From an optimization exercise on the open Yosys and OpenROAD flow, aimed at small area; shortcuts taken in it are not production practice.
In this exercise RTL edits were held to simulation tests only and were not proved equivalent to the original.
Power is estimated from default activity; no workload was simulated.

[constraint.sdc]
create_clock -name core_clock -period 8.0 [get_ports {clk}]
set_input_delay 1.6000 -clock core_clock [delete_from_list [all_inputs] [get_ports {clk}]]
set_output_delay 1.6000 -clock core_clock [all_outputs]
set_load 0.01 [all_outputs]
[flow/run.sh]
#!/bin/bash
# Standard ORFS layout (the standard.sh, standard synthesis unchanged) with three
# layout-only tweaks: plain buf_1 port buffers, no CTS dummy loads, and a power/area
# recovery pass (downsizing of gates off the critical path) after global routing.
set -euo pipefail
bash standard.sh \
  "BUFFER_PORTS_ARGS=-buffer_cell sky130_fd_sc_hd__buf_1" \
  "CTS_ARGS=-sink_clustering_enable -repair_clock_nets -buf_list sky130_fd_sc_hd__clkbuf_8 -dont_use_dummy_load" \
  "RECOVER_POWER=100" \
  finish > flow_make.log 2>&1
[config.mk]
export PLATFORM = sky130hd
export DESIGN_NAME = calc_logic
export DESIGN_NICKNAME = calc_logic
export VERILOG_FILES = /design/flow/design.v
export SDC_FILE = /design/flow/constraint.sdc
export NUM_CORES = 4
export LEC_CHECK = 0
export CAP_MARGIN = 20
export CORE_MARGIN = 2
export CORE_UTILIZATION = 40
export SLEW_MARGIN = 20
export SYNTH_HIERARCHICAL = 1
export SYNTH_MINIMUM_KEEP_SIZE = 0
[standard.sh]
#!/bin/bash
# synth_recipe.tcl (not shown) runs the flow's synth.tcl, then flattens the netlist and writes it again
# the make line also repeats each setting of config.mk as NAME=value (left out here)
make -C /OpenROAD-flow-scripts/flow DESIGN_CONFIG=/design/flow/config.mk WORK_HOME=/design/flow/orfs CLKGATE_MAP_FILE= SYNTH_SCRIPT=/design/flow/synth_recipe.tcl "${@:-finish}"
[design.v]
module calc_logic(
   input clk,
   input rst,
   input [4:0] keycode,
   input newkey,
   output [15:0] Xdisplay,
   output LED_NEG_digit,
   output LED_OVW
   );
   reg [17:0] X, Y;
   reg [1:0] OP;
   assign Xdisplay = X[15:0];
   assign LED_OVW = X[16];
   assign LED_NEG_digit = X[17];
   wire digit  = newkey & keycode[4];
   wire optr   = newkey & (keycode[4:2] == 3'b010);
   wire clra   = newkey & (keycode == 5'b00100);
   wire equals = newkey & (keycode == 5'b00011);
   wire sqr    = newkey & (keycode == 5'b00001);
   wire chs    = newkey & (keycode == 5'b00010);
   wire eq_add = equals & (OP == 2'b11);
   wire eq_sub = equals & (OP == 2'b10);
   wire eq_mul = equals & (OP == 2'b01);
   wire hold   = ~newkey | (keycode == 5'b00000) | (keycode == 5'b00101) |
                 (keycode == 5'b00110) | (keycode == 5'b00111) |
                 (keycode == 5'b01101) | (keycode == 5'b01110) |
                 (keycode == 5'b01111) | (equals & (OP == 2'b00));
   wire ysel   = eq_add | eq_sub;
   wire c_one  = hold | eq_add | eq_sub | chs;    
   wire c_neg  = eq_sub | chs;                    
   wire [8:0] one, two, neg;
   wire one2_top;
   wire [3:0] C = ({4{ysel}} & Y[3:0]) | ({4{digit}} & keycode[3:0]);
   wire [17:0] B = ({18{sqr}} & X) | ({18{eq_mul}} & Y);
   wire [8:0] e_one, e_two, e_neg;
   calc_benc u_enc (.b(B), .one(e_one), .two(e_two), .neg(e_neg));
   assign one = e_one | {6'b0, digit, 1'b0, c_one};
   assign two = e_two;
   assign neg = e_neg | {8'b0, c_neg};
   assign one2_top = e_one[2];
   wire [17:0] nX = ~X;
   wire [8:0] onen = ~one, twon = ~two;
   wire one2_topn = ~one2_top;
   wire p1, sl2, cn3, p4, sl5, p6, sl7, p8, sl9, p10, sl11, p12, sl13, p14, sl15, p16, sl17, p18, sl19, p20, sl21, p22, sl23, p24, sl25, p26, sl27, p28, sl29, p30, sl31, p32, sl33, p34, sl35, p36, sl37, p38, sl39, cn40, m41, m42, p43, sl44, p45, p46, p47, p48, p49, p50, p51, p52, p53, p54, p55, p56, p57, p58, p59, sl60, cn61, p62, sl63, p64, sl65, p66, sl67, p68, sl69, p70, sl71, p72, sl73, p74, sl75, p76, sl77, p78, sl79, p80, sl81, p82, sl83, p84, sl85, p86, sl87, p88, sl89, cn90, p91, sl92, p93, sl94, p95, sl96, p97, sl98, p99, sl100, p101, sl102, p103, sl104, p105, sl106, p107, sl108, p109, sl110, p111, sl112, p113, sl114, cn115, p116, sl117, p118, sl119, p120, sl121, p122, sl123, p124, sl125, p126, sl127, p128, sl129, p130, sl131, p132, sl133, p134, sl135, cn136, p137, sl138, p139, sl140, p141, sl142, p143, sl144, p145, sl146, p147, sl148, p149, sl150, p151, sl152, cn153, p154, sl155, p156, sl157, p158, sl159, p160, sl161, p162, sl163, p164, sl165, cn166, p167, sl168, p169, sl170, p171, sl172, p173, sl174, cn175, p176, sl177, x178, s179, c180, s181, c182, s183, c184, s185, c186, s187, c188, s189, c190, s191, c192, s193, c194, s195, c196, s197, c198, s199, c200, s201, c202, x203, x204, x205, s206, c207, s208, c209, s210, c211, s212, c213, s214, c215, s216, c217, s218, c219, s220, c221, s222, c223, s224, c225, s226, c227, s228, c229, s230, c231, s232, c233, s234, c235, s236, c237, s238, c239, s240, c241, x242, x243, s244, c245, s246, c247, s248, c249, s250, c251, s252, c253, s254, c255, s256, c257, s258, c259, s260, c261, s262, c263, s264, c265, s266, c267, x268, s269, c270, s271, c272, s273, c274, s275, c276, s277, c278, s279, c280, s281, c282, s283, c284, s285, c286, s287, c288, s289, c290, s291, c292, s293, c294, s295, c296, s297, c298, s299, c300, x301, s302, c303, s304, c305, s306, c307, s308, c309, s310, c311, s312, c313, s314, c315, s316, c317, s318, c319, s320, c321, s322, c323, s324, c325, s326, c327, s328, c329, s330, c331, s332, c333, s334, c335, x336, g337, g338, q339, g340, q341, g342, q343, g344, q345, g346, g347, q348, g349, g350, g351, g352, g353, g354, g355, x356, x357, x358, x359, x360, x361, x362, x363, x364, x365;
   calc_nor2 u_bs0_0 (.a(onen[0]), .b(nX[0]), .y(sl2));
   assign cn3 = neg[0] & ~sl2;
   calc_o22ai u_bs1_0 (.a1(onen[0]), .a2(nX[1]), .b1(twon[0]), .b2(nX[0]), .y(sl5));
   assign p4 = sl5 ^ neg[0];
   calc_o22ai u_bs2_0 (.a1(onen[0]), .a2(nX[2]), .b1(twon[0]), .b2(nX[1]), .y(sl7));
   assign p6 = sl7 ^ neg[0];
   calc_o22ai u_bs3_0 (.a1(onen[0]), .a2(nX[3]), .b1(twon[0]), .b2(nX[2]), .y(sl9));
   assign p8 = sl9 ^ neg[0];
   calc_o22ai u_bs4_0 (.a1(onen[0]), .a2(nX[4]), .b1(twon[0]), .b2(nX[3]), .y(sl11));
   assign p10 = sl11 ^ neg[0];
   calc_o22ai u_bs5_0 (.a1(onen[0]), .a2(nX[5]), .b1(twon[0]), .b2(nX[4]), .y(sl13));
   assign p12 = sl13 ^ neg[0];
   calc_o22ai u_bs6_0 (.a1(onen[0]), .a2(nX[6]), .b1(twon[0]), .b2(nX[5]), .y(sl15));
   assign p14 = sl15 ^ neg[0];
   calc_o22ai u_bs7_0 (.a1(onen[0]), .a2(nX[7]), .b1(twon[0]), .b2(nX[6]), .y(sl17));
   assign p16 = sl17 ^ neg[0];
   calc_o22ai u_bs8_0 (.a1(onen[0]), .a2(nX[8]), .b1(twon[0]), .b2(nX[7]), .y(sl19));
   assign p18 = sl19 ^ neg[0];
   calc_o22ai u_bs9_0 (.a1(onen[0]), .a2(nX[9]), .b1(twon[0]), .b2(nX[8]), .y(sl21));
   assign p20 = sl21 ^ neg[0];
   calc_o22ai u_bs10_0 (.a1(onen[0]), .a2(nX[10]), .b1(twon[0]), .b2(nX[9]), .y(sl23));
   assign p22 = sl23 ^ neg[0];
   calc_o22ai u_bs11_0 (.a1(onen[0]), .a2(nX[11]), .b1(twon[0]), .b2(nX[10]), .y(sl25));
   assign p24 = sl25 ^ neg[0];
   calc_o22ai u_bs12_0 (.a1(onen[0]), .a2(nX[12]), .b1(twon[0]), .b2(nX[11]), .y(sl27));
   assign p26 = sl27 ^ neg[0];
   calc_o22ai u_bs13_0 (.a1(onen[0]), .a2(nX[13]), .b1(twon[0]), .b2(nX[12]), .y(sl29));
   assign p28 = sl29 ^ neg[0];
   calc_o22ai u_bs14_0 (.a1(onen[0]), .a2(nX[14]), .b1(twon[0]), .b2(nX[13]), .y(sl31));
   assign p30 = sl31 ^ neg[0];
   calc_o22ai u_bs15_0 (.a1(onen[0]), .a2(nX[15]), .b1(twon[0]), .b2(nX[14]), .y(sl33));
   assign p32 = sl33 ^ neg[0];
   calc_o22ai u_bs16_0 (.a1(onen[0]), .a2(nX[16]), .b1(twon[0]), .b2(nX[15]), .y(sl35));
   assign p34 = sl35 ^ neg[0];
   calc_o22ai u_bs17_0 (.a1(onen[0]), .a2(nX[17]), .b1(twon[0]), .b2(nX[16]), .y(sl37));
   assign p36 = sl37 ^ neg[0];
   calc_nor2 u_bs2_1 (.a(onen[1]), .b(nX[0]), .y(sl39));
   assign cn40 = neg[1] & ~sl39;
   assign m41 = sl39 | C[2];
   assign m42 = cn40 | C[3];
   calc_o22ai u_bs3_1 (.a1(onen[1]), .a2(nX[1]), .b1(twon[1]), .b2(nX[0]), .y(sl44));
   assign p43 = sl44 ^ neg[1];
   calc_bsel3 u_bs4_1 (.one(one[1]), .two(two[1]), .neg(neg[1]), .ys(ysel), .x1(X[2]), .x2(X[1]), .y(Y[4]), .p(p45));
   calc_bsel3 u_bs5_1 (.one(one[1]), .two(two[1]), .neg(neg[1]), .ys(ysel), .x1(X[3]), .x2(X[2]), .y(Y[5]), .p(p46));
   calc_bsel3 u_bs6_1 (.one(one[1]), .two(two[1]), .neg(neg[1]), .ys(ysel), .x1(X[4]), .x2(X[3]), .y(Y[6]), .p(p47));
   calc_bsel3 u_bs7_1 (.one(one[1]), .two(two[1]), .neg(neg[1]), .ys(ysel), .x1(X[5]), .x2(X[4]), .y(Y[7]), .p(p48));
   calc_bsel3 u_bs8_1 (.one(one[1]), .two(two[1]), .neg(neg[1]), .ys(ysel), .x1(X[6]), .x2(X[5]), .y(Y[8]), .p(p49));
   calc_bsel3 u_bs9_1 (.one(one[1]), .two(two[1]), .neg(neg[1]), .ys(ysel), .x1(X[7]), .x2(X[6]), .y(Y[9]), .p(p50));
   calc_bsel3 u_bs10_1 (.one(one[1]), .two(two[1]), .neg(neg[1]), .ys(ysel), .x1(X[8]), .x2(X[7]), .y(Y[10]), .p(p51));
   calc_bsel3 u_bs11_1 (.one(one[1]), .two(two[1]), .neg(neg[1]), .ys(ysel), .x1(X[9]), .x2(X[8]), .y(Y[11]), .p(p52));
   calc_bsel3 u_bs12_1 (.one(one[1]), .two(two[1]), .neg(neg[1]), .ys(ysel), .x1(X[10]), .x2(X[9]), .y(Y[12]), .p(p53));
   calc_bsel3 u_bs13_1 (.one(one[1]), .two(two[1]), .neg(neg[1]), .ys(ysel), .x1(X[11]), .x2(X[10]), .y(Y[13]), .p(p54));
   calc_bsel3 u_bs14_1 (.one(one[1]), .two(two[1]), .neg(neg[1]), .ys(ysel), .x1(X[12]), .x2(X[11]), .y(Y[14]), .p(p55));
   calc_bsel3 u_bs15_1 (.one(one[1]), .two(two[1]), .neg(neg[1]), .ys(ysel), .x1(X[13]), .x2(X[12]), .y(Y[15]), .p(p56));
   calc_bsel3 u_bs16_1 (.one(one[1]), .two(two[1]), .neg(neg[1]), .ys(ysel), .x1(X[14]), .x2(X[13]), .y(Y[16]), .p(p57));
   calc_bsel3 u_bs17_1 (.one(one[1]), .two(two[1]), .neg(neg[1]), .ys(ysel), .x1(X[15]), .x2(X[14]), .y(Y[17]), .p(p58));
   calc_nor2 u_bs4_2 (.a(onen[2]), .b(nX[0]), .y(sl60));
   assign cn61 = neg[2] & ~sl60;
   calc_o22ai u_bs5_2 (.a1(onen[2]), .a2(nX[1]), .b1(twon[2]), .b2(nX[0]), .y(sl63));
   assign p62 = sl63 ^ neg[2];
   calc_o22ai u_bs6_2 (.a1(onen[2]), .a2(nX[2]), .b1(twon[2]), .b2(nX[1]), .y(sl65));
   assign p64 = sl65 ^ neg[2];
   calc_o22ai u_bs7_2 (.a1(onen[2]), .a2(nX[3]), .b1(twon[2]), .b2(nX[2]), .y(sl67));
   assign p66 = sl67 ^ neg[2];
   calc_o22ai u_bs8_2 (.a1(onen[2]), .a2(nX[4]), .b1(twon[2]), .b2(nX[3]), .y(sl69));
   assign p68 = sl69 ^ neg[2];
   calc_o22ai u_bs9_2 (.a1(onen[2]), .a2(nX[5]), .b1(twon[2]), .b2(nX[4]), .y(sl71));
   assign p70 = sl71 ^ neg[2];
   calc_o22ai u_bs10_2 (.a1(onen[2]), .a2(nX[6]), .b1(twon[2]), .b2(nX[5]), .y(sl73));
   assign p72 = sl73 ^ neg[2];
   calc_o22ai u_bs11_2 (.a1(onen[2]), .a2(nX[7]), .b1(twon[2]), .b2(nX[6]), .y(sl75));
   assign p74 = sl75 ^ neg[2];
   calc_o22ai u_bs12_2 (.a1(onen[2]), .a2(nX[8]), .b1(twon[2]), .b2(nX[7]), .y(sl77));
   assign p76 = sl77 ^ neg[2];
   calc_o22ai u_bs13_2 (.a1(onen[2]), .a2(nX[9]), .b1(twon[2]), .b2(nX[8]), .y(sl79));
   assign p78 = sl79 ^ neg[2];
   calc_o22ai u_bs14_2 (.a1(onen[2]), .a2(nX[10]), .b1(twon[2]), .b2(nX[9]), .y(sl81));
   assign p80 = sl81 ^ neg[2];
   calc_o22ai u_bs15_2 (.a1(onen[2]), .a2(nX[11]), .b1(twon[2]), .b2(nX[10]), .y(sl83));
   assign p82 = sl83 ^ neg[2];
   calc_o22ai u_bs16_2 (.a1(onen[2]), .a2(nX[12]), .b1(twon[2]), .b2(nX[11]), .y(sl85));
   assign p84 = sl85 ^ neg[2];
   calc_o22ai u_bs17_2 (.a1(one2_topn), .a2(nX[13]), .b1(twon[2]), .b2(nX[12]), .y(sl87));
   assign p86 = sl87 ^ neg[2];
   calc_nor2 u_bs6_3 (.a(onen[3]), .b(nX[0]), .y(sl89));
   assign cn90 = neg[3] & ~sl89;
   calc_o22ai u_bs7_3 (.a1(onen[3]), .a2(nX[1]), .b1(twon[3]), .b2(nX[0]), .y(sl92));
   assign p91 = sl92 ^ neg[3];
   calc_o22ai u_bs8_3 (.a1(onen[3]), .a2(nX[2]), .b1(twon[3]), .b2(nX[1]), .y(sl94));
   assign p93 = sl94 ^ neg[3];
   calc_o22ai u_bs9_3 (.a1(onen[3]), .a2(nX[3]), .b1(twon[3]), .b2(nX[2]), .y(sl96));
   assign p95 = sl96 ^ neg[3];
   calc_o22ai u_bs10_3 (.a1(onen[3]), .a2(nX[4]), .b1(twon[3]), .b2(nX[3]), .y(sl98));
   assign p97 = sl98 ^ neg[3];
   calc_o22ai u_bs11_3 (.a1(onen[3]), .a2(nX[5]), .b1(twon[3]), .b2(nX[4]), .y(sl100));
   assign p99 = sl100 ^ neg[3];
   calc_o22ai u_bs12_3 (.a1(onen[3]), .a2(nX[6]), .b1(twon[3]), .b2(nX[5]), .y(sl102));
   assign p101 = sl102 ^ neg[3];
   calc_o22ai u_bs13_3 (.a1(onen[3]), .a2(nX[7]), .b1(twon[3]), .b2(nX[6]), .y(sl104));
   assign p103 = sl104 ^ neg[3];
   calc_o22ai u_bs14_3 (.a1(onen[3]), .a2(nX[8]), .b1(twon[3]), .b2(nX[7]), .y(sl106));
   assign p105 = sl106 ^ neg[3];
   calc_o22ai u_bs15_3 (.a1(onen[3]), .a2(nX[9]), .b1(twon[3]), .b2(nX[8]), .y(sl108));
   assign p107 = sl108 ^ neg[3];
   calc_o22ai u_bs16_3 (.a1(onen[3]), .a2(nX[10]), .b1(twon[3]), .b2(nX[9]), .y(sl110));
   assign p109 = sl110 ^ neg[3];
   calc_o22ai u_bs17_3 (.a1(onen[3]), .a2(nX[11]), .b1(twon[3]), .b2(nX[10]), .y(sl112));
   assign p111 = sl112 ^ neg[3];
   calc_nor2 u_bs8_4 (.a(onen[4]), .b(nX[0]), .y(sl114));
   assign cn115 = neg[4] & ~sl114;
   calc_o22ai u_bs9_4 (.a1(onen[4]), .a2(nX[1]), .b1(twon[4]), .b2(nX[0]), .y(sl117));
   assign p116 = sl117 ^ neg[4];
   calc_o22ai u_bs10_4 (.a1(onen[4]), .a2(nX[2]), .b1(twon[4]), .b2(nX[1]), .y(sl119));
   assign p118 = sl119 ^ neg[4];
   calc_o22ai u_bs11_4 (.a1(onen[4]), .a2(nX[3]), .b1(twon[4]), .b2(nX[2]), .y(sl121));
   assign p120 = sl121 ^ neg[4];
   calc_o22ai u_bs12_4 (.a1(onen[4]), .a2(nX[4]), .b1(twon[4]), .b2(nX[3]), .y(sl123));
   assign p122 = sl123 ^ neg[4];
   calc_o22ai u_bs13_4 (.a1(onen[4]), .a2(nX[5]), .b1(twon[4]), .b2(nX[4]), .y(sl125));
   assign p124 = sl125 ^ neg[4];
   calc_o22ai u_bs14_4 (.a1(onen[4]), .a2(nX[6]), .b1(twon[4]), .b2(nX[5]), .y(sl127));
   assign p126 = sl127 ^ neg[4];
   calc_o22ai u_bs15_4 (.a1(onen[4]), .a2(nX[7]), .b1(twon[4]), .b2(nX[6]), .y(sl129));
   assign p128 = sl129 ^ neg[4];
   calc_o22ai u_bs16_4 (.a1(onen[4]), .a2(nX[8]), .b1(twon[4]), .b2(nX[7]), .y(sl131));
   assign p130 = sl131 ^ neg[4];
   calc_o22ai u_bs17_4 (.a1(onen[4]), .a2(nX[9]), .b1(twon[4]), .b2(nX[8]), .y(sl133));
   assign p132 = sl133 ^ neg[4];
   calc_nor2 u_bs10_5 (.a(onen[5]), .b(nX[0]), .y(sl135));
   assign cn136 = neg[5] & ~sl135;
   calc_o22ai u_bs11_5 (.a1(onen[5]), .a2(nX[1]), .b1(twon[5]), .b2(nX[0]), .y(sl138));
   assign p137 = sl138 ^ neg[5];
   calc_o22ai u_bs12_5 (.a1(onen[5]), .a2(nX[2]), .b1(twon[5]), .b2(nX[1]), .y(sl140));
   assign p139 = sl140 ^ neg[5];
   calc_o22ai u_bs13_5 (.a1(onen[5]), .a2(nX[3]), .b1(twon[5]), .b2(nX[2]), .y(sl142));
   assign p141 = sl142 ^ neg[5];
   calc_o22ai u_bs14_5 (.a1(onen[5]), .a2(nX[4]), .b1(twon[5]), .b2(nX[3]), .y(sl144));
   assign p143 = sl144 ^ neg[5];
   calc_o22ai u_bs15_5 (.a1(onen[5]), .a2(nX[5]), .b1(twon[5]), .b2(nX[4]), .y(sl146));
   assign p145 = sl146 ^ neg[5];
   calc_o22ai u_bs16_5 (.a1(onen[5]), .a2(nX[6]), .b1(twon[5]), .b2(nX[5]), .y(sl148));
   assign p147 = sl148 ^ neg[5];
   calc_o22ai u_bs17_5 (.a1(onen[5]), .a2(nX[7]), .b1(twon[5]), .b2(nX[6]), .y(sl150));
   assign p149 = sl150 ^ neg[5];
   calc_nor2 u_bs12_6 (.a(onen[6]), .b(nX[0]), .y(sl152));
   assign cn153 = neg[6] & ~sl152;
   calc_o22ai u_bs13_6 (.a1(onen[6]), .a2(nX[1]), .b1(twon[6]), .b2(nX[0]), .y(sl155));
   assign p154 = sl155 ^ neg[6];
   calc_o22ai u_bs14_6 (.a1(onen[6]), .a2(nX[2]), .b1(twon[6]), .b2(nX[1]), .y(sl157));
   assign p156 = sl157 ^ neg[6];
   calc_o22ai u_bs15_6 (.a1(onen[6]), .a2(nX[3]), .b1(twon[6]), .b2(nX[2]), .y(sl159));
   assign p158 = sl159 ^ neg[6];
   calc_o22ai u_bs16_6 (.a1(onen[6]), .a2(nX[4]), .b1(twon[6]), .b2(nX[3]), .y(sl161));
   assign p160 = sl161 ^ neg[6];
   calc_o22ai u_bs17_6 (.a1(onen[6]), .a2(nX[5]), .b1(twon[6]), .b2(nX[4]), .y(sl163));
   assign p162 = sl163 ^ neg[6];
   calc_nor2 u_bs14_7 (.a(onen[7]), .b(nX[0]), .y(sl165));
   assign cn166 = neg[7] & ~sl165;
   calc_o22ai u_bs15_7 (.a1(onen[7]), .a2(nX[1]), .b1(twon[7]), .b2(nX[0]), .y(sl168));
   assign p167 = sl168 ^ neg[7];
   calc_o22ai u_bs16_7 (.a1(onen[7]), .a2(nX[2]), .b1(twon[7]), .b2(nX[1]), .y(sl170));
   assign p169 = sl170 ^ neg[7];
   calc_o22ai u_bs17_7 (.a1(onen[7]), .a2(nX[3]), .b1(twon[7]), .b2(nX[2]), .y(sl172));
   assign p171 = sl172 ^ neg[7];
   calc_nor2 u_bs16_8 (.a(onen[8]), .b(nX[0]), .y(sl174));
   assign cn175 = neg[8] & ~sl174;
   calc_o22ai u_bs17_8 (.a1(onen[8]), .a2(nX[1]), .b1(twon[8]), .b2(nX[0]), .y(sl177));
   assign p176 = sl177 ^ neg[8];
   assign x178 = p36 ^ p58;
   calc_ha u_ha1 (.a(p24), .b(p52), .s(s179), .co(c180));
   calc_fa u_fa2 (.a(p26), .b(p53), .c(p76), .s(s181), .co(c182));
   calc_fa u_fa3 (.a(p28), .b(p54), .c(p78), .s(s183), .co(c184));
   calc_ha u_ha4 (.a(p103), .b(p124), .s(s185), .co(c186));
   calc_fa u_fa5 (.a(p30), .b(p55), .c(p80), .s(s187), .co(c188));
   calc_fa u_fa6 (.a(p105), .b(p126), .c(p143), .s(s189), .co(c190));
   calc_fa u_fa7 (.a(p32), .b(p56), .c(p82), .s(s191), .co(c192));
   calc_fa u_fa8 (.a(p107), .b(p128), .c(p145), .s(s193), .co(c194));
   calc_ha u_ha9 (.a(p158), .b(cn166), .s(s195), .co(c196));
   calc_fa u_fa10 (.a(p34), .b(p57), .c(p84), .s(s197), .co(c198));
   calc_fa u_fa11 (.a(p109), .b(p130), .c(p147), .s(s199), .co(c200));
   calc_fa u_fa12 (.a(p160), .b(p169), .c(sl174), .s(s201), .co(c202));
   assign x203 = p86 ^ p111 ^ p132;
   assign x204 = p149 ^ p162 ^ p171;
   assign x205 = cn175 ^ p176 ^ x178;
   calc_ha u_ha13 (.a(p16), .b(p48), .s(s206), .co(c207));
   calc_fa u_fa14 (.a(p18), .b(p49), .c(p68), .s(s208), .co(c209));
   calc_fa u_fa15 (.a(p20), .b(p50), .c(p70), .s(s210), .co(c211));
   calc_ha u_ha16 (.a(p95), .b(cn115), .s(s212), .co(c213));
   calc_fa u_fa17 (.a(p22), .b(p51), .c(p72), .s(s214), .co(c215));
   calc_fa u_fa18 (.a(p97), .b(p118), .c(sl135), .s(s216), .co(c217));
   calc_fa u_fa19 (.a(p74), .b(p99), .c(p120), .s(s218), .co(c219));
   calc_fa u_fa20 (.a(cn136), .b(p137), .c(s179), .s(s220), .co(c221));
   calc_fa u_fa21 (.a(p101), .b(p122), .c(p139), .s(s222), .co(c223));
   calc_fa u_fa22 (.a(sl152), .b(c180), .c(s181), .s(s224), .co(c225));
   calc_fa u_fa23 (.a(p141), .b(cn153), .c(p154), .s(s226), .co(c227));
   calc_fa u_fa24 (.a(s185), .b(c182), .c(s183), .s(s228), .co(c229));
   calc_fa u_fa25 (.a(p156), .b(sl165), .c(c186), .s(s230), .co(c231));
   calc_fa u_fa26 (.a(c184), .b(s187), .c(s189), .s(s232), .co(c233));
   calc_fa u_fa27 (.a(p167), .b(s195), .c(c188), .s(s234), .co(c235));
   calc_fa u_fa28 (.a(c190), .b(s191), .c(s193), .s(s236), .co(c237));
   calc_fa u_fa29 (.a(c196), .b(c192), .c(c194), .s(s238), .co(c239));
   calc_fa u_fa30 (.a(s197), .b(s199), .c(s201), .s(s240), .co(c241));
   assign x242 = c198 ^ c200 ^ c202;
   assign x243 = x203 ^ x204 ^ x205;
   calc_ha u_ha31 (.a(p12), .b(p46), .s(s244), .co(c245));
   calc_fa u_fa32 (.a(p14), .b(p47), .c(p64), .s(s246), .co(c247));
   calc_fa u_fa33 (.a(p66), .b(cn90), .c(p91), .s(s248), .co(c249));
   calc_fa u_fa34 (.a(p93), .b(sl114), .c(c207), .s(s250), .co(c251));
   calc_fa u_fa35 (.a(p116), .b(s212), .c(c209), .s(s252), .co(c253));
   calc_fa u_fa36 (.a(c213), .b(c211), .c(s214), .s(s254), .co(c255));
   calc_fa u_fa37 (.a(c215), .b(c217), .c(s218), .s(s256), .co(c257));
   calc_fa u_fa38 (.a(c219), .b(s222), .c(c221), .s(s258), .co(c259));
   calc_fa u_fa39 (.a(c223), .b(s226), .c(c225), .s(s260), .co(c261));
   calc_fa u_fa40 (.a(c227), .b(s230), .c(c229), .s(s262), .co(c263));
   calc_fa u_fa41 (.a(c231), .b(s234), .c(c233), .s(s264), .co(c265));
   calc_fa u_fa42 (.a(c235), .b(s238), .c(c237), .s(s266), .co(c267));
   assign x268 = c239 ^ x242 ^ c241;
   calc_ha u_ha43 (.a(C[1]), .b(cn3), .s(s269), .co(c270));
   calc_ha u_ha44 (.a(p6), .b(m41), .s(s271), .co(c272));
   calc_fa u_fa45 (.a(p8), .b(m42), .c(p43), .s(s273), .co(c274));
   calc_fa u_fa46 (.a(p10), .b(p45), .c(sl60), .s(s275), .co(c276));
   calc_fa u_fa47 (.a(cn61), .b(p62), .c(s244), .s(s277), .co(c278));
   calc_fa u_fa48 (.a(sl89), .b(c245), .c(s246), .s(s279), .co(c280));
   calc_fa u_fa49 (.a(s206), .b(c247), .c(s248), .s(s281), .co(c282));
   calc_fa u_fa50 (.a(c249), .b(s208), .c(s250), .s(s283), .co(c284));
   calc_fa u_fa51 (.a(s210), .b(c251), .c(s252), .s(s285), .co(c286));
   calc_fa u_fa52 (.a(s216), .b(c253), .c(s254), .s(s287), .co(c288));
   calc_fa u_fa53 (.a(s220), .b(c255), .c(s256), .s(s289), .co(c290));
   calc_fa u_fa54 (.a(c257), .b(s224), .c(s258), .s(s291), .co(c292));
   calc_fa u_fa55 (.a(s228), .b(c259), .c(s260), .s(s293), .co(c294));
   calc_fa u_fa56 (.a(s232), .b(c261), .c(s262), .s(s295), .co(c296));
   calc_fa u_fa57 (.a(s236), .b(c263), .c(s264), .s(s297), .co(c298));
   calc_fa u_fa58 (.a(s240), .b(c265), .c(s266), .s(s299), .co(c300));
   assign x301 = x243 ^ c267 ^ x268;
   calc_ha u_ha59 (.a(C[0]), .b(sl2), .s(s302), .co(c303));
   calc_fa u_fa60 (.a(p4), .b(s269), .c(c303), .s(s304), .co(c305));
   calc_fa u_fa61 (.a(c270), .b(s271), .c(c305), .s(s306), .co(c307));
   calc_fa u_fa62 (.a(c272), .b(s273), .c(c307), .s(s308), .co(c309));
   calc_fa u_fa63 (.a(c274), .b(s275), .c(c309), .s(s310), .co(c311));
   calc_fa u_fa64 (.a(c276), .b(s277), .c(c311), .s(s312), .co(c313));
   calc_fa u_fa65 (.a(c278), .b(s279), .c(c313), .s(s314), .co(c315));
   calc_fa u_fa66 (.a(c280), .b(s281), .c(c315), .s(s316), .co(c317));
   calc_ha u_ha67 (.a(c282), .b(s283), .s(s318), .co(c319));
   calc_ha u_ha68 (.a(c284), .b(s285), .s(s320), .co(c321));
   calc_ha u_ha69 (.a(c286), .b(s287), .s(s322), .co(c323));
   calc_ha u_ha70 (.a(c288), .b(s289), .s(s324), .co(c325));
   calc_ha u_ha71 (.a(c290), .b(s291), .s(s326), .co(c327));
   calc_ha u_ha72 (.a(c292), .b(s293), .s(s328), .co(c329));
   calc_ha u_ha73 (.a(c294), .b(s295), .s(s330), .co(c331));
   calc_ha u_ha74 (.a(c296), .b(s297), .s(s332), .co(c333));
   calc_ha u_ha75 (.a(c298), .b(s299), .s(s334), .co(c335));
   assign x336 = c300 ^ x301;
   assign g337 = c319 | (s318 & c317);
   assign g338 = c323 | (s322 & c321);
   assign q339 = s322 & s320;
   assign g340 = c327 | (s326 & c325);
   assign q341 = s326 & s324;
   assign g342 = c331 | (s330 & c329);
   assign q343 = s330 & s328;
   assign g344 = c335 | (s334 & c333);
   assign q345 = s334 & s332;
   assign g346 = g338 | (q339 & g337);
   assign g347 = g342 | (q343 & g340);
   assign q348 = q343 & q341;
   assign g349 = g347 | (q348 & g346);
   assign g350 = g340 | (q341 & g346);
   assign g351 = g344 | (q345 & g349);
   assign g352 = c321 | (s320 & g337);
   assign g353 = c325 | (s324 & g346);
   assign g354 = c329 | (s328 & g350);
   assign g355 = c333 | (s332 & g349);
   assign x356 = s318 ^ c317;
   assign x357 = s320 ^ g337;
   assign x358 = s322 ^ g352;
   assign x359 = s324 ^ g346;
   assign x360 = s326 ^ g353;
   assign x361 = s328 ^ g350;
   assign x362 = s330 ^ g354;
   assign x363 = s332 ^ g349;
   assign x364 = s334 ^ g355;
   assign x365 = x336 ^ g351;
   wire [17:0] nextX = {x365, x364, x363, x362, x361, x360, x359, x358, x357, x356, s316, s314, s312, s310, s308, s306, s304, s302};
   always @(posedge clk or posedge rst)
      if (rst) begin
         X <= 18'b0;
         OP <= 2'b0;
      end else begin
         X <= nextX;
         if (optr | clra) OP <= clra ? 2'b00 : keycode[1:0];
      end
   always @(posedge clk)
      if (optr) Y <= X;
endmodule
module calc_benc(input [17:0] b, output [8:0] one, output [8:0] two, output [8:0] neg);
   wire [18:0] bb = {b, 1'b0};
   genvar j;
   generate for (j = 0; j < 9; j = j + 1) begin : g_enc
      assign one[j] = bb[2*j+1] ^ bb[2*j];
      assign two[j] = (bb[2*j+2] & ~bb[2*j+1] & ~bb[2*j]) | (~bb[2*j+2] & bb[2*j+1] & bb[2*j]);
      assign neg[j] = bb[2*j+2];
   end endgenerate
endmodule
module calc_fa(input a, input b, input c, output s, output co);
   assign s = a ^ b ^ c;
   assign co = (a & b) | (a & c) | (b & c);
endmodule
module calc_ha(input a, input b, output s, output co);
   assign s = a ^ b;
   assign co = a & b;
endmodule
module calc_bsel(input one, input two, input neg, input x1, input x2, output p);
   assign p = ((one & x1) | (two & x2)) ^ neg;
endmodule
module calc_nor2(input a, input b, output y);
   assign y = ~(a | b);
endmodule
module calc_o22ai(input a1, input a2, input b1, input b2, output y);
   assign y = ~((a1 | a2) & (b1 | b2));
endmodule
module calc_ao22n(input a1, input b1, input a2, input b2, output y);
   assign y = ~((a1 & b1) | (a2 & b2));
endmodule
module calc_bsel3(input one, input two, input neg, input ys, input x1, input x2, input y, output p);
   assign p = ((one & x1) | (two & x2) | (ys & y)) ^ neg;
endmodule
==> qor.txt, run 1 <==
# H-tree levels: 2
sinks on the clock net: 38
worst vdd ir: 0.103 mV
crit end category: flop
CTS Buf Count: 5
top post-synthesis cells by area: fa_1 (23%), edfxtp_1 (11%), dfrtp_1 (10%)
adder-cell share of the synthesized area: 0.285
Syn Area/Cell: 10.4 sq um
Remaining Overflow, GRT: 0
DR iter-0 viols: 443
top cell type's share of synthesized area: 0.228
initial core utilization: 0.413
Pwr Density: 188 nW/um^2
Net Sw Power: 0.483 mW
router iterations before antenna repair: 5
Post-Synthesis Cells: 480
Post-synth top cells: o22ai_1 (69), fa_1 (57), xnor2_1 (54)
Tmin final: 7560 ps
Die ar.: 13400 sq um
global-route wire length before repair: 22.6 mm
RePlAce Congestion: 0.877
Post-synth EDFFs: 18
crit start category: primary input
# DRC: 0
Slowest Stage Delay on Critical Path: 450 ps
final period utilization: 0.945
Data required, critical path: 8210 ps
CP most frequent cell: fa_1
vias in the first global route: 4034
simple-gate portion of the synthesized area: 0.0732
Sw Ratio: 0.481
Int Pwr: 0.521 mW
Clk network pwr share: 0.128
die width: 116 um
Slew headroom: 0.373
clock latency (worst-skew pair): 290 ps
CP Max Fanout: 10
mean routed wirelength per cell: 20.8 um
Layout area overhead: 6.97%
number of synthesis warnings: 7
Hold Crit Class: reg2reg
Max-Cap Viols: 0
Gate power share: 0.521
Buf/Inv on CP: 2
final worst setup slack: 436 ps
hold_buf cts: 0
# port buffers: 25
Mapped Nets: 568
kind of critical path: in2reg
root buffer cell: clkbuf_8
hpwl dp: 10.4 mm
Seq/Total Area, Yosys: 0.208
Worst path slowest cell: fa_1
Fmax: 132 MHz
CTS tree: yes
Crit path max-delay family: adder cells
DR vias: 3943
xor/xnor share of the synthesized area: 0.194
DIE HEIGHT: 116 um
final clock skew: 7.62 ps
mux contribution to synthesized area: 0
antenna violations before repair: 0
post-route ant nets: 0
Slew Limit Fails: 0
Primary FF master, synth: dfrtp_1
status: complete, no violations
synthesized area: 5010 sq um
Seq pwr share: 0.351
top-level port count: 26
ys async rst share: 0.526
final WL: 14.0 mm
Leak Pwr: 2.50 nW
worst slack at placement: 103 ps
cts repair resizes: 0
largest net degree at the start of global routing: 21
Slew @ Worst Pin: 940 ps
largest family of logic cells by synthesized area: adder cells
clock-pin slew on the worst setup and hold paths: 80 ps
#FFs+latches synth: 38
post-DR vias/cell: 5.86
most frequent cell after synthesis: o22ai_1
All-Layer GR Usage: 0.222
core area: 12100 sq um
endpoints failing setup: 0
# nets final: 595
filler instances: 1184
Max Buffers Root-to-Sink: 2
hold_ws: 524 ps
Synth Area in Compound Gates: 0.181
ANT cells: 0
Cell Rows: 40
Yosys cell types: 40
share of cells above drive strength 1: 0.0574
largest area contributor in the netlist: fa_1
Hold Fails Final Rpt: 0
Worst Path Arrival: 7780 ps
[Yosys stat by module (local to each module, per instance)]
module      flip-flops and latches  cells inside  copies in the design  area (sq um)
calc_fa                          0             1                    57          20.0
calc_o22ai                       0             1                    67          6.26
calc_bsel3                       0             2                    14          18.8
calc_nor2                        0             1                     9          3.75
calc_benc                        0            43                     1           299
calc_ha                          0             1                    18          12.5
calc_logic                      38           258                     1          2630
[per-layer routing]
metal,share of wire,vias up,global-route usage
li1,-,1768,-
met2,0.46,192,0.346
met5,0,-,0
met4,0.020,0,0.0548
met3,0.091,20,0.0513
met1,0.43,1963,0.314
[path summary, 6_finish.rpt]
path	depth (start not counted)	slack [ps]	startpoint	end
max	26	440	keycode[1]	X[16]
min reg2reg	0	520	X[0]	Y[0]
min	0	520	X[0]	Y[0]
min in group asynchronous	2	1240	rst	X[13]
max in group asynchronous	3	5610	rst	X[5]
max reg2reg	26	1720	OP[1]	X[16]
[repair_timing]
item                                    CTS  global route
endpoints found under the setup margin    0             1
endpoints found under the hold margin     0             0
buffers inserted                          0             1
[flip-flops by register name, indices dropped and copies added, names as in the netlist]
signal,flops
X,18
Y,18
OP,2
[layout by cell type, fill, tap and decap left out, drive strengths merged]
cell type / count
edfxtp: 18
a31o: 1
ha: 23
nor3: 1
a221o: 2
a21boi: 1
nand2: 4
a31oi: 1
fa: 57
o21ai: 14
a222oi: 14
clkbuf: 10
nor4b: 2
xor2: 54
nor2b: 9
and2: 1
and3: 1
a21o: 1
xnor2: 55
dfrtp: 20
or4: 1
buf: 37
o22ai: 69
or2: 1
a21oi: 3
nand3b: 7
nor2: 25
inv: 38
o21a: 3
a22o: 20
nand2b: 12
[logic make-up (layout without fill, tap and decap cells)]
logic type      after synthesis  count (layout)
xor+xnor                    109             109
flops                        38              38
simple gates                 64              64
compound gates              129             129
buf+inv                      60              85
fa+ha+maj                    80              80
[power by group through the flow]
stage | clock network [mW] | logic (mW) | registers (mW)
2_1_floorplan | 0 | 0.343 | 0.327
3_3_place_gp | 0 | 0.510 | 0.352
3_5_place_dp | 0 | 0.511 | 0.354
4_1_cts | 0.134 | 0.522 | 0.350
5_1_grt | 0.142 | 0.580 | 0.357
6_report | 0.129 | 0.523 | 0.353
[stage by stage]
| stage | utilization | instance area [sq um] | cells | setup TNS [ps] | power, mW |
|---|---|---|---|---|---|
| floorplan | - | 5010 | 480 | 0 | 0.670 |
| global placement | 0.436 | 5280 | 666 | 0 | 0.862 |
| detailed placement | 0.436 | 5280 | 666 | 0 | 0.864 |
| CTS | 0.442 | 5350 | 671 | 0 | 1.01 |
| global route | 0.442 | 5360 | 673 | -10.1 | 1.08 |
| finish | 0.442 | 5360 | 673 | 0 | 1.00 |
[area by class of cell]
cell class	instances	area [sq um]	share of cell area
Clock buffer	5	68.8	0.0128
Multi-Input combinational cell	382	3680	0.687
Sequential cell	38	1040	0.194
Timing Repair Buffer	42	214	0.0399
Inverter	38	143	0.0266
Tap cell	168	210	0.0392
[worst reg2reg max path: cells and delay by family (launching register included)]
kind | cells | cell delay [ps]
and+or+nand+nor | 6 | 790
xor gates and xnor gates | 2 | 330
adders and majority gates | 9 | 3210
buffers and inverters | 2 | 370
AOI/OAI and AO/OA | 7 | 1130
DFF | 1 | 390
==> run 2, diff against run 1 <==
--- a/design.v
+++ b/design.v
@@ -32,15 +32,15 @@
    wire one2_top;
    wire [3:0] C = ({4{ysel}} & Y[3:0]) | ({4{digit}} & keycode[3:0]);
    wire [17:0] B = ({18{sqr}} & X) | ({18{eq_mul}} & Y);
-   wire [8:0] e_one, e_two, e_neg;
-   calc_benc u_enc (.b(B), .one(e_one), .two(e_two), .neg(e_neg));
-   assign one = e_one | {6'b0, digit, 1'b0, c_one};
-   assign two = e_two;
+   wire [8:0] e_onen, e_twon, e_neg;
+   calc_benc u_enc (.b(B), .onen(e_onen), .twon(e_twon), .neg(e_neg));
+   wire [8:0] onen = e_onen & ~{6'b0, digit, 1'b0, c_one};
+   wire [8:0] twon = e_twon;
+   assign one = ~onen;
+   assign two = ~twon;
    assign neg = e_neg | {8'b0, c_neg};
-   assign one2_top = e_one[2];
+   wire one2_topn = e_onen[2];
    wire [17:0] nX = ~X;
-   wire [8:0] onen = ~one, twon = ~two;
-   wire one2_topn = ~one2_top;
    wire p1, sl2, cn3, p4, sl5, p6, sl7, p8, sl9, p10, sl11, p12, sl13, p14, sl15, p16, sl17, p18, sl19, p20, sl21, p22, sl23, p24, sl25, p26, sl27, p28, sl29, p30, sl31, p32, sl33, p34, sl35, p36, sl37, p38, sl39, cn40, m41, m42, p43, sl44, p45, p46, p47, p48, p49, p50, p51, p52, p53, p54, p55, p56, p57, p58, p59, sl60, cn61, p62, sl63, p64, sl65, p66, sl67, p68, sl69, p70, sl71, p72, sl73, p74, sl75, p76, sl77, p78, sl79, p80, sl81, p82, sl83, p84, sl85, p86, sl87, p88, sl89, cn90, p91, sl92, p93, sl94, p95, sl96, p97, sl98, p99, sl100, p101, sl102, p103, sl104, p105, sl106, p107, sl108, p109, sl110, p111, sl112, p113, sl114, cn115, p116, sl117, p118, sl119, p120, sl121, p122, sl123, p124, sl125, p126, sl127, p128, sl129, p130, sl131, p132, sl133, p134, sl135, cn136, p137, sl138, p139, sl140, p141, sl142, p143, sl144, p145, sl146, p147, sl148, p149, sl150, p151, sl152, cn153, p154, sl155, p156, sl157, p158, sl159, p160, sl161, p162, sl163, p164, sl165, cn166, p167, sl168, p169, sl170, p171, sl172, p173, sl174, cn175, p176, sl177, x178, s179, c180, s181, c182, s183, c184, s185, c186, s187, c188, s189, c190, s191, c192, s193, c194, s195, c196, s197, c198, s199, c200, s201, c202, x203, x204, x205, s206, c207, s208, c209, s210, c211, s212, c213, s214, c215, s216, c217, s218, c219, s220, c221, s222, c223, s224, c225, s226, c227, s228, c229, s230, c231, s232, c233, s234, c235, s236, c237, s238, c239, s240, c241, x242, x243, s244, c245, s246, c247, s248, c249, s250, c251, s252, c253, s254, c255, s256, c257, s258, c259, s260, c261, s262, c263, s264, c265, s266, c267, x268, s269, c270, s271, c272, s273, c274, s275, c276, s277, c278, s279, c280, s281, c282, s283, c284, s285, c286, s287, c288, s289, c290, s291, c292, s293, c294, s295, c296, s297, c298, s299, c300, x301, s302, c303, s304, c305, s306, c307, s308, c309, s310, c311, s312, c313, s314, c315, s316, c317, s318, c319, s320, c321, s322, c323, s324, c325, s326, c327, s328, c329, s330, c331, s332, c333, s334, c335, x336, g337, g338, q339, g340, q341, g342, q343, g344, q345, g346, g347, q348, g349, g350, g351, g352, g353, g354, g355, x356, x357, x358, x359, x360, x361, x362, x363, x364, x365;
    calc_nor2 u_bs0_0 (.a(onen[0]), .b(nX[0]), .y(sl2));
    assign cn3 = neg[0] & ~sl2;
@@ -335,12 +335,12 @@
    always @(posedge clk)
       if (optr) Y <= X;
 endmodule
-module calc_benc(input [17:0] b, output [8:0] one, output [8:0] two, output [8:0] neg);
+module calc_benc(input [17:0] b, output [8:0] onen, output [8:0] twon, output [8:0] neg);
    wire [18:0] bb = {b, 1'b0};
    genvar j;
    generate for (j = 0; j < 9; j = j + 1) begin : g_enc
-      assign one[j] = bb[2*j+1] ^ bb[2*j];
-      assign two[j] = (bb[2*j+2] & ~bb[2*j+1] & ~bb[2*j]) | (~bb[2*j+2] & bb[2*j+1] & bb[2*j]);
+      assign onen[j] = ~(bb[2*j+1] ^ bb[2*j]);
+      assign twon[j] = ~((bb[2*j+2] & ~bb[2*j+1] & ~bb[2*j]) | (~bb[2*j+2] & bb[2*j+1] & bb[2*j]));
       assign neg[j] = bb[2*j+2];
    end endgenerate
 endmodule
==> flow/run.sh (replaced) <==
#!/bin/bash
# Standard ORFS layout (the standard.sh, standard synthesis unchanged) with two
# layout-only tweaks: plain buf_1 port buffers and no CTS dummy loads.
set -euo pipefail
bash standard.sh \
  "BUFFER_PORTS_ARGS=-buffer_cell sky130_fd_sc_hd__buf_1" \
  "CTS_ARGS=-sink_clustering_enable -repair_clock_nets -buf_list sky130_fd_sc_hd__clkbuf_8 -dont_use_dummy_load" \
  finish > flow_make.log 2>&1
==> run 2 against run 1 <==
  * Design area down 0.21%
  * Still clean on timing, DRC and antenna
  * Clock skew increased by 8.3 ps
  * Area after synthesis fell by 1.6%
  * Power down 3.2%
  * Register-to-register slack hardly changed
  * Count of clock-buffer cells in the layout unchanged
  * Sequential cell count unchanged
  * Clock power is 9% lower
==> qor.txt, run 2 <==
ANT cells: 0 (unchanged)
root buffer cell: clkbuf_8 (unchanged)
Worst path slowest cell: fa_1 (unchanged)
DR iter-0 viols: 344 (was 443)
# port buffers: 25 (unchanged)
Slew @ Worst Pin: 1030 ps (was 940 ps)
#FFs+latches synth: 38 (unchanged)
cts repair resizes: 0 (unchanged)
status: complete, no violations (unchanged)
Post-Synthesis Cells: 462 (was 480)
crit end category: flop (unchanged)
Primary FF master, synth: dfrtp_1 (unchanged)
Slowest Stage Delay on Critical Path: 420 ps (was 450 ps)
Finished Layout Cells: 644 (was 673)
Buf/Inv on CP: 2 (unchanged)
Max Buffers Root-to-Sink: 2 (unchanged)
top post-synthesis cells by area: fa_1 (23%), xnor2_1 (11%), edfxtp_1 (11%) (was fa_1 (23%), edfxtp_1 (11%), dfrtp_1 (10%))
Reg area: 1040 sq um (unchanged)
filler instances: 1152 (was 1184)
Hold Crit Class: reg2reg (unchanged)
Worst Reg-to-Reg Cells: 27 (was 26)
setup total negative slack: 0 ps (unchanged)
hold path endpoint: Y[16] (was Y[0])
final period utilization: 0.943 (was 0.945)
sinks on the clock net: 38 (unchanged)
Post-synth EDFFs: 18 (unchanged)
Slew Limit Fails: 0 (unchanged)
RR Endpoint: X[16] (unchanged)
most frequent cells in the layout: o22ai_1 (67), xnor2_1 (62), fa_1 (57), xor2_1 (46), nor2_1 (28) (was o22ai_1 (69), fa_1 (57), xnor2_1 (54), xor2_1 (53), inv_1 (38))
CP Max Fanout: 11 (was 10)
placed instance area: 5280 sq um (about the same)
largest net degree at the start of global routing: 21 (unchanged)
DR vias: 3808 (was 3943)
Hold Fails Final Rpt: 0 (unchanged)
Slew headroom: 0.309 (was 0.373)
ys async rst share: 0.526 (unchanged)
largest area contributor in the netlist: fa_1 (unchanged)
# H-tree levels: 2 (unchanged)
commonest non-fill, non-tap cell in the layout: o22ai_1 (unchanged)
hold_buf cts: 0 (unchanged)
postcts setup bufs: 0 (unchanged)
final WL: 13.1 mm (was 14.0 mm)
Yosys cell types: 40 (unchanged)
launching point of the worst reg2reg path: OP[1] (unchanged)
Mapped Nets: 550 (was 568)
final core occ: 0.445 (was 0.442)
Crit path max-delay family: adder cells (unchanged)
# DRC: 0 (unchanged)
crit start category: primary input (unchanged)
number of synthesis warnings: 7 (unchanged)
unrepaired setup endpoints after global routing: false
clock-pin slew on the worst setup and hold paths: 70 ps (was 80 ps)
initial core utilization: 0.410 (was 0.413)
post-DR vias/cell: 5.91 (was 5.86)
Tmin final: 7550 ps (was 7560 ps)
Seq/Total Area, Yosys: 0.211 (was 0.208)
top cell type's share of synthesized area: 0.232 (was 0.228)
All-Layer GR Usage: 0.209 (was 0.222)
WHS Path Cells: 0 (unchanged)
biggest regs: X (18), Y (18), OP (2) (unchanged)
Cell Rows: 40 (unchanged)
dpl cells: 639 (was 666)
Final Cell Area: 5350 sq um (was 5360 sq um)
CTS tree: yes (unchanged)
Syn Area/Cell: 10.7 sq um (was 10.4 sq um)
RePlAce Congestion: 0.851 (was 0.877)
# nets final: 587 (was 595)
reg-to-reg slack, setup: 1730 ps (was 1720 ps)
endpoints failing setup: 0 (unchanged)
Worst Hold Launch: X[16] (was X[0])
worst vdd ir: 0.0584 mV (was 0.103 mV)
mean routed wirelength per cell: 20.3 um (was 20.8 um)
Die ar.: 13200 sq um (was 13400 sq um)
DIE HEIGHT: 115 um (was 116 um)
top-level port count: 26 (unchanged)
synthesized area: 4920 sq um (was 5010 sq um)
CTS Buf Count: 5 (unchanged)
clock latency (worst-skew pair): 300 ps (was 290 ps)
kind of critical path: in2reg (unchanged)
core area: 12000 sq um (was 12100 sq um)
Worst Path Arrival: 7770 ps (was 7780 ps)
post-route ant nets: 0 (unchanged)
antenna violations before repair: 0 (unchanged)
most frequent cell after synthesis: o22ai_1 (unchanged)
Layout area overhead: 8.54% (was 6.97%)
Pwr Density: 182 nW/um^2 (was 188 nW/um^2)
die width: 115 um (was 116 um)
final clock skew: 15.9 ps (was 7.62 ps)
Fmax: 133 MHz (was 132 MHz)
Post-synth top cells: o22ai_1 (67), xnor2_1 (62), fa_1 (57) (was o22ai_1 (69), fa_1 (57), xnor2_1 (54))
vias in the first global route: 3970 (was 4034)
Max-Cap Viols: 0 (unchanged)
router iterations before antenna repair: 5 (unchanged)
Leak Pwr: 2.54 nW (was 2.50 nW)
CP most frequent cell: fa_1 (unchanged)
Overall Power: 0.973 mW (was 1.00 mW)
Data required, critical path: 8220 ps (was 8210 ps)
global-route wire length before repair: 21.3 mm (was 22.6 mm)
share of cells above drive strength 1: 0.0825 (was 0.0574)
hpwl dp: 10.1 mm (was 10.4 mm)
Remaining Overflow, GRT: 0 (unchanged)
area of the multi-input gates: 3670 sq um (was 3680 sq um)
## run 2: layer usage
metal	track usage	up-vias	part of all wire
met5	0	-	0
li1	-	1751	-
met2	0.345	124	0.49
met4	0.0803	0	0.028
met1	0.281	1913	0.44
met3	0.0258	20	0.049
## run 2: Yosys stat by module (local to each module, per instance)
module / flip-flops and latches / copies in the design
calc_benc: 0 / 1
calc_bsel3: 0 / 14
calc_fa: 0 / 57
calc_ha: 0 / 18
calc_logic: 38 / 1
calc_nor2: 0 / 9
calc_o22ai: 0 / 67
## run 2: worst max-delay path by stage
stage | from | end | slack (ps) | depth (start not counted)
floorplan | keycode[4] | X[16] | 80 | 28
global placement | newkey | X[16] | 220 | 29
detailed placement | newkey | X[16] | 100 | 29
CTS | newkey | X[16] | 400 | 29
global route | newkey | X[16] | 100 | 27
finish | newkey | X[16] | 450 | 27
## run 2: logic make-up after synthesis
family                     share of synthesized area
AOI/OAI and AO/OA                              0.186
xor gates and xnor gates                       0.195
adders and majority gates                      0.290
and+or+nand+nor                               0.0719
buffers and inverters                         0.0450
DFF                                            0.211
## run 2: report_power, final
| part | leakage [nW] | total [mW] | switching, mW | internal, mW |
|---|---|---|---|---|
| clock | 0.0359 | 0.118 | 0.0620 | 0.0561 |
| combinational | 2.09 | 0.519 | 0.319 | 0.199 |
| sequential | 0.418 | 0.336 | 0.0746 | 0.261 |
## run 2: cell type report
type                    instances  area share
repair buffers                 50      0.0527
multi-input cells             378       0.687
clock buffers                   5      0.0129
flip-flops and latches         38       0.195
well taps                     147      0.0344
inverters                      26      0.0183
## run 2: metrics by stage
step	worst slack, ps	hold slack, ps
2_1_floorplan	78.3	495
3_3_place_gp	220	501
3_5_place_dp	99.4	517
4_1_cts	395	532
5_1_grt	97.9	555
6_report	455	520
## run 2: worst reg2reg max path, stage by stage (launching register included)
cell,delay [ps]
dfrtp_1,350
inv_1,70
nand2_1,110
nor2_2,70
a22o_1,220
inv_1,70
nand2_1,60
a221oi_2,260
nor2_1,100
nor2_1,160
ha_1,270
fa_1,430
fa_1,400
fa_1,400
fa_1,410
fa_1,390
fa_1,380
fa_1,380
ha_1,200
or2_4,250
a21o_1,170
a21o_1,190
a31o_4,270
nand3_1,80
nand2_1,60
ha_1,180
nor2_1,120
xnor2_1,120
==> run 3, diff against run 2 <==
--- a/flow/run.sh
+++ b/flow/run.sh
@@ -5,4 +5,5 @@
 bash standard.sh \
   "BUFFER_PORTS_ARGS=-buffer_cell sky130_fd_sc_hd__buf_1" \
   "CTS_ARGS=-sink_clustering_enable -repair_clock_nets -buf_list sky130_fd_sc_hd__clkbuf_8 -dont_use_dummy_load" \
+  "GPL_KEEP_OVERFLOW=0" \
   finish > flow_make.log 2>&1
==> run 3 against run 2 <==
  * Still clean
  * Clock power increased by 5%
  * Count of clock-buffer cells in the layout stayed put
  * Area after synthesis did not move
  * Clock skew rose by 8.4 ps
  * Routed wire length is 1.1% higher
  * Core utilization increased by 0.21 points
  * Final cell count shrank 1.4%
  * Design area grew 0.47%
  * Via count rose by 0.16%
  * Non-clock buffer count down 9
  * Synthesized cell count is the same
  * Global-route usage barely moved
  * Critical endpoint unchanged
==> qor.txt, run 3 <==
status: complete, no violations (unchanged)
dpl cells: 615 (was 639)
Worst Path Arrival: 7960 ps (was 7770 ps)
RR Endpoint: X[16] (unchanged)
largest family of logic cells by synthesized area: adder cells (unchanged)
Hold Fails Final Rpt: 0 (unchanged)
Worst Hold Launch: X[16] (unchanged)
Die ar.: 13200 sq um (unchanged)
ANT cells: 0 (unchanged)
core area: 12000 sq um (unchanged)
Post-synth top cells: o22ai_1 (67), xnor2_1 (62), fa_1 (57) (unchanged)
Cell Rows: 40 (unchanged)
# port buffers: 25 (unchanged)
Worst path slowest cell: fa_1 (unchanged)
sinks on the clock net: 38 (unchanged)
kind of critical path: in2reg (unchanged)
All-Layer GR Usage: 0.209 (about the same)
hold path endpoint: Y[16] (unchanged)
largest area contributor in the netlist: fa_1 (unchanged)
Synth Area in Compound Gates: 0.186 (unchanged)
post-DR vias/cell: 6.01 (was 5.91)
Mapped Nets: 550 (unchanged)
DR iter-0 viols: 413 (was 344)
final WL: 13.2 mm (was 13.1 mm)
router iterations before antenna repair: 6 (was 5)
final worst setup slack: 265 ps (was 455 ps)
crit start category: primary input (unchanged)
Syn Area/Cell: 10.7 sq um (unchanged)
share of cells above drive strength 1: 0.100 (was 0.0825)
endpoints failing setup: 0 (unchanged)
top cell type's share of synthesized area: 0.232 (unchanged)
Max-Cap Viols: 0 (unchanged)
ys async rst share: 0.526 (unchanged)
Layout area overhead: 9.04% (was 8.54%)
CTS Buf Count: 5 (unchanged)
Pwr Density: 182 nW/um^2 (about the same)
number of synthesis warnings: 7 (unchanged)
Worst Reg-to-Reg Cells: 27 (unchanged)
Primary FF master, synth: dfrtp_1 (unchanged)
Slew @ Worst Pin: 900 ps (was 1030 ps)
global-route wire length before repair: 21.2 mm (was 21.3 mm)
largest net degree at the start of global routing: 22 (was 21)
simple-gate portion of the synthesized area: 0.0719 (unchanged)
adder-cell share of the synthesized area: 0.290 (unchanged)
root buffer cell: clkbuf_8 (unchanged)
#FFs+latches synth: 38 (unchanged)
hold_buf cts: 0 (unchanged)
clock-pin slew on the worst setup and hold paths: 70 ps (about the same)
vias in the first global route: 3937 (was 3970)
launching point of the worst reg2reg path: OP[1] (unchanged)
Slew headroom: 0.400 (was 0.309)
worst slack at placement: -1310 ps (was 99.4 ps)
clock latency (worst-skew pair): 310 ps (was 300 ps)
filler instances: 1125 (was 1152)
die width: 115 um (unchanged)
placed instance area: 5120 sq um (was 5280 sq um)
CP most frequent cell: fa_1 (unchanged)
biggest regs: X (18), Y (18), OP (2) (unchanged)
Post-Synthesis Cells: 462 (unchanged)
xor/xnor share of the synthesized area: 0.195 (unchanged)
# nets final: 578 (was 587)
Hold Crit Class: reg2reg (unchanged)
Fmax: 129 MHz (was 133 MHz)
worst vdd ir: 0.0599 mV (was 0.0584 mV)
Yosys cell types: 40 (unchanged)
final clock skew: 24.3 ps (was 15.9 ps)
antenna violations before repair: 0 (unchanged)
Slew Limit Fails: 0 (unchanged)
Post-synth EDFFs: 18 (unchanged)
reg-to-reg slack, setup: 1570 ps (was 1730 ps)
final period utilization: 0.967 (was 0.943)
Max Buffers Root-to-Sink: 2 (unchanged)
Slowest Stage Delay on Critical Path: 430 ps (was 420 ps)
mean routed wirelength per cell: 20.8 um (was 20.3 um)
CP Max Fanout: 4 (was 11)
WHS Path Cells: 0 (unchanged)
commonest non-fill, non-tap cell in the layout: o22ai_1 (unchanged)
Final Cell Area: 5370 sq um (was 5350 sq um)
top-level port count: 26 (unchanged)
most frequent cells in the layout: o22ai_1 (67), xnor2_1 (61), fa_1 (57), xor2_1 (46), inv_1 (25) (was o22ai_1 (67), xnor2_1 (62), fa_1 (57), xor2_1 (46), nor2_1 (28))
Leak Pwr: 2.53 nW (was 2.54 nW)
most frequent cell after synthesis: o22ai_1 (unchanged)
RePlAce Congestion: 0.884 (was 0.851)
crit end category: flop (unchanged)
# DRC: 0 (unchanged)
setup total negative slack: 0 ps (unchanged)
DR vias: 3814 (was 3808)
Data required, critical path: 8230 ps (was 8220 ps)
final core occ: 0.447 (was 0.445)
mux contribution to synthesized area: 0 (unchanged)
initial core utilization: 0.410 (unchanged)
Tmin final: 7730 ps (was 7550 ps)
Seq/Total Area, Yosys: 0.211 (unchanged)
hpwl dp: 9.58 mm (was 10.1 mm)
post-route ant nets: 0 (unchanged)
Remaining Overflow, GRT: 0 (unchanged)
DIE HEIGHT: 115 um (unchanged)
synthesized area: 4920 sq um (unchanged)
top post-synthesis cells by area: fa_1 (23%), xnor2_1 (11%), edfxtp_1 (11%) (unchanged)
Finished Layout Cells: 635 (was 644)
# H-tree levels: 2 (unchanged)
CTS tree: yes (unchanged)
-- run 3: cell counts after synthesis --
Identical to the previous run, type by type.
-- run 3: power breakdown --
| group | switching [mW] | internal [mW] |
|---|---|---|
| sequential | 0.0739 | 0.261 |
| combinational | 0.320 | 0.199 |
| clock | 0.0673 | 0.0562 |
| total | 0.462 | 0.516 |
-- run 3: worst max path at each step --
stage	cells after the start	endpoint	slack (ps)	start
after floorplan	28	X[16]	80	keycode[4]
after global routing	29	X[16]	-20	keycode[4]
after global placement	25	X[16]	-1270	keycode[2]
after detailed placement	24	X[16]	-1310	newkey
final	29	X[16]	270	newkey
after CTS	25	X[16]	0.8	keycode[2]
-- run 3: cell type report --
type	count	area [sq um]	area share
inverter	26	97.6	0.0182
timing repair buffer	41	225	0.0419
sequential	38	1040	0.194
tap	147	184	0.0342
multi-input combinational	378	3750	0.699
clock buffer	5	68.8	0.0128
-- run 3: repair_timing --
action / 4_1_cts / 5_1_grt
endpoints found under the setup margin: 9 / 5
gates resized for setup: 8 / 11
pin swaps: 2 / 2
setup buffers: 9 / 6
-- run 3: logic make-up (layout without fill, tap and decap cells) --
| group | count (synthesis) | count (layout) |
|---|---|---|
| AOI/OAI and AO/OA | 128 | 128 |
| xor gates and xnor gates | 109 | 109 |
| adders and majority gates | 80 | 80 |
| buffers and inverters | 46 | 72 |
| DFF | 38 | 38 |
| and+or+nand+nor | 61 | 61 |
-- run 3: Yosys stat by module (local to each module, per instance) --
module      flops+latches  copies in the design  cells
calc_nor2               0                     9      1
calc_logic             38                     1    240
calc_ha                 0                    18      1
calc_benc               0                     1     43
calc_bsel3              0                    14      2
calc_o22ai              0                    67      1
calc_fa                 0                    57      1
-- run 3: per-stage QoR --
stage,total power [mW],hold WS (ps)
global placement,0.838,513
detailed placement,0.844,509
floorplan,0.677,495
finish,0.978,518
CTS,0.977,522
global route,1.05,548
-- run 3: layer usage --
layer	global-route usage	routed length [um]
met1	0.289	5720
met3	0.0253	662
met2	0.333	6390
met4	0.0876	430
met5	0	0
-- run 3: critical path: cells and delay by family --
kind / cells / cell delay (ps)
XOR/XNOR: 1 / 130
adder cells (fa/ha/maj): 10 / 3510
buffers and inverters: 3 / 430
AND/OR/NAND/NOR: 10 / 1460
AO/OA/AOI/OAI: 5 / 820
==> run 4, diff against run 3 <==
==> flow/run.sh (replaced) <==
#!/bin/bash
# Standard ORFS layout (the standard.sh, standard synthesis unchanged) with three
# layout-only tweaks: plain buf_1 port buffers, no CTS dummy loads, and a power/area
# recovery pass (downsizing of gates off the critical path) after global routing.
set -euo pipefail
bash standard.sh \
  "BUFFER_PORTS_ARGS=-buffer_cell sky130_fd_sc_hd__buf_1" \
  "CTS_ARGS=-sink_clustering_enable -repair_clock_nets -buf_list sky130_fd_sc_hd__clkbuf_8 -dont_use_dummy_load" \
  "RECOVER_POWER=100" \
  finish > flow_make.log 2>&1
==> run 4 against run 3 <==
  * Sequential cell count stayed put
  * Power is 0.97% lower
  * Clock skew is 8.8 ps lower
  * Global-route usage hardly changed
  * Still clean
  * First-iteration DRC count is 20% lower
  * Clock power is 5% lower
  * Largest cell class unchanged
  * Non-clock buffer count is 9 higher
  * Largest power group unchanged
==> qor.txt, run 4 <==
status: complete, no violations (unchanged)
DR iter-0 viols: 329 (was 413)
RePlAce Congestion: 0.851 (was 0.884)
Buf/Inv on CP: 2 (was 3)
Slew headroom: 0.310 (was 0.400)
Slowest Stage Delay on Critical Path: 430 ps (about the same)
Post-synth top cells: o22ai_1 (67), xnor2_1 (62), fa_1 (57) (unchanged)
Syn Area/Cell: 10.7 sq um (unchanged)
# port buffers: 25 (unchanged)
Hold Fails Final Rpt: 0 (unchanged)
Seq/Total Area, Yosys: 0.211 (unchanged)
Die ar.: 13200 sq um (unchanged)
# DRC: 0 (unchanged)
largest area contributor in the netlist: fa_1 (unchanged)
Post-Synthesis Cells: 462 (unchanged)
final worst setup slack: 416 ps (was 265 ps)
mean routed wirelength per cell: 20.2 um (was 20.8 um)
hold_ws: 521 ps (was 518 ps)
Worst path slowest cell: fa_1 (unchanged)
antenna violations before repair: 0 (unchanged)
placed instance area: 5280 sq um (was 5120 sq um)
DR vias: 3812 (was 3814)
Post-synth EDFFs: 18 (unchanged)
postcts setup bufs: 0 (was 9)
root buffer cell: clkbuf_8 (unchanged)
top cell type's share of synthesized area: 0.232 (unchanged)
final period utilization: 0.948 (was 0.967)
CP most frequent cell: fa_1 (unchanged)
highest metal used: met4 (unchanged)
DR WL met3: 712 um (was 662 um)
ys async rst share: 0.526 (unchanged)
clock latency (worst-skew pair): 300 ps (was 310 ps)
Slew Limit Fails: 0 (unchanged)
Mapped Nets: 550 (unchanged)
clock-pin slew on the worst setup and hold paths: 70 ps (about the same)
Final Cell Area: 5330 sq um (was 5370 sq um)
CP Max Fanout: 4 (unchanged)
commonest non-fill, non-tap cell in the layout: o22ai_1 (unchanged)
Fmax: 132 MHz (was 129 MHz)
# H-tree levels: 2 (unchanged)
crit start category: primary input (unchanged)
hold_buf cts: 0 (unchanged)
Metal-1 WL: 5.64 mm (was 5.72 mm)
WL met2: 6.30 mm (was 6.39 mm)
Primary FF master, synth: dfrtp_1 (unchanged)
CTS Buf Count: 5 (unchanged)
post-route ant nets: 0 (unchanged)
die width: 115 um (unchanged)
hpwl dp: 10.1 mm (was 9.58 mm)
crit end category: flop (unchanged)
DIE HEIGHT: 115 um (unchanged)
CTS tree: yes (unchanged)
Crit path max-delay family: adder cells (unchanged)
largest net degree at the start of global routing: 21 (was 22)
worst vdd ir: 0.0588 mV (was 0.0599 mV)
Layout area overhead: 8.16% (was 9.04%)
Slew @ Worst Pin: 1030 ps (was 900 ps)
#FFs+latches synth: 38 (unchanged)
kind of critical path: in2reg (unchanged)
final clock skew: 15.5 ps (was 24.3 ps)
Max Buffers Root-to-Sink: 2 (unchanged)
cts repair resizes: 0 (was 8)
endpoints failing setup: 0 (unchanged)
Worst Path Arrival: 7810 ps (was 7960 ps)
most frequent cell after synthesis: o22ai_1 (unchanged)
Hold Crit Class: reg2reg (unchanged)
router iterations before antenna repair: 6 (unchanged)
Tmin final: 7580 ps (was 7730 ps)
vias in the first global route: 3970 (was 3937)
top-level port count: 26 (unchanged)
synthesized area: 4920 sq um (unchanged)
==> run 4: Yosys stat by module, one instance, submodules excluded <==
module | cells | cell area (sq um) | flip-flops and latches | times used
calc_logic | 240 | 2560 | 38 | 1
calc_benc | 43 | 287 | 0 | 1
calc_fa | 1 | 20.0 | 0 | 57
calc_bsel3 | 2 | 18.8 | 0 | 14
calc_ha | 1 | 12.5 | 0 | 18
calc_o22ai | 1 | 6.26 | 0 | 67
calc_nor2 | 1 | 3.75 | 0 | 9
==> run 4: kinds of logic after synthesis <==
family / after synthesis / share of synthesized area
adder cells (fa/ha/maj): 80 / 0.290
flip-flops: 38 / 0.211
AO/OA/AOI/OAI: 128 / 0.186
XOR/XNOR: 109 / 0.195
AND/OR/NAND/NOR: 61 / 0.0719
buffers and inverters: 46 / 0.0450
==> run 4: path summary, 6_finish.rpt <==
path	cells after the start	startpoint	slack (ps)	end
worst max-delay path	29	keycode[4]	420	X[16]
worst min-delay path	0	X[16]	520	Y[16]
worst max register to register	26	OP[0]	1740	X[16]
worst min register to register	0	X[16]	520	Y[16]
max in group asynchronous	2	rst	6020	X[10]
min in group asynchronous	2	rst	1430	X[0]
==> run 4: power breakdown <==
part           total, mW  leakage (nW)  internal, mW  switching, mW
sequential         0.335         0.418         0.261         0.0741
combinational      0.515          2.07         0.198          0.317
clock              0.118        0.0359        0.0561         0.0621
total              0.969          2.52         0.516          0.453
==> run 4: worst register-to-register path, stage by stage (launching register included) <==
cell      delay (ps)
dfrtp_1          410
nand2_1          110
nor2_2            70
a22o_1           220
inv_1             70
nand2_1           60
a221oi_2         250
nor2_1           100
nor2_1           160
ha_1             270
fa_1             430
fa_1             400
fa_1             400
fa_1             410
fa_1             390
fa_1             380
fa_1             380
ha_1             200
or2_4            250
a21o_1           170
a21o_1           190
a31o_4           270
nand3_1           80
nand2_1           60
ha_1             180
nor2_1           120
xnor2_1          120
==> run 4: layer usage <==
layer,GRT usage,vias to the layer above
li1,-,1753
met1,0.281,1901
met4,0.0803,0
met5,0,-
met3,0.0258,27
met2,0.345,131
==> run 4: layout make-up <==
type / instances / area (sq um)
clock buffers: 5 / 68.8
flip-flops and latches: 38 / 1040
multi-input cells: 378 / 3660
repair buffers: 50 / 274
well taps: 147 / 184
inverters: 26 / 97.6
fillers: 1159 / 6690
==> run 4: through the flow <==
step	power (mW)	util	cells
5_1_grt	1.05	0.443	644
3_5_place_dp	0.851	0.439	639
6_report	0.969	0.443	644
4_1_cts	0.976	0.445	644
2_1_floorplan	0.677	-	462
3_3_place_gp	0.845	0.439	639

==> afterwards: timing with drivers on the ports <==
The results above use ideal ports. As a check the final layouts listed here were re-extracted and re-timed, cells and wires unchanged. Step 1 assumes that a clkbuf_16 drives the clock port and a buf_2 every other input. Step 2 also shifts input and output timing later by t, the mid clock arrival at the registers, as if the neighbouring blocks saw the same clock. Three values: ideal ports, drivers, drivers and shift; two values: the first two.
run	t (ns)	slack for setup (ns)
run 1	0.320	0.436 / 0.443 / 0.123
run 2	0.322	0.455 / 0.465 / 0.143
run 3	0.330	0.265 / 0.278 / -0.052
run 4	0.322	0.416 / 0.428 / 0.106
Met with ideal ports but missed after step 2: setup timing in run 3.
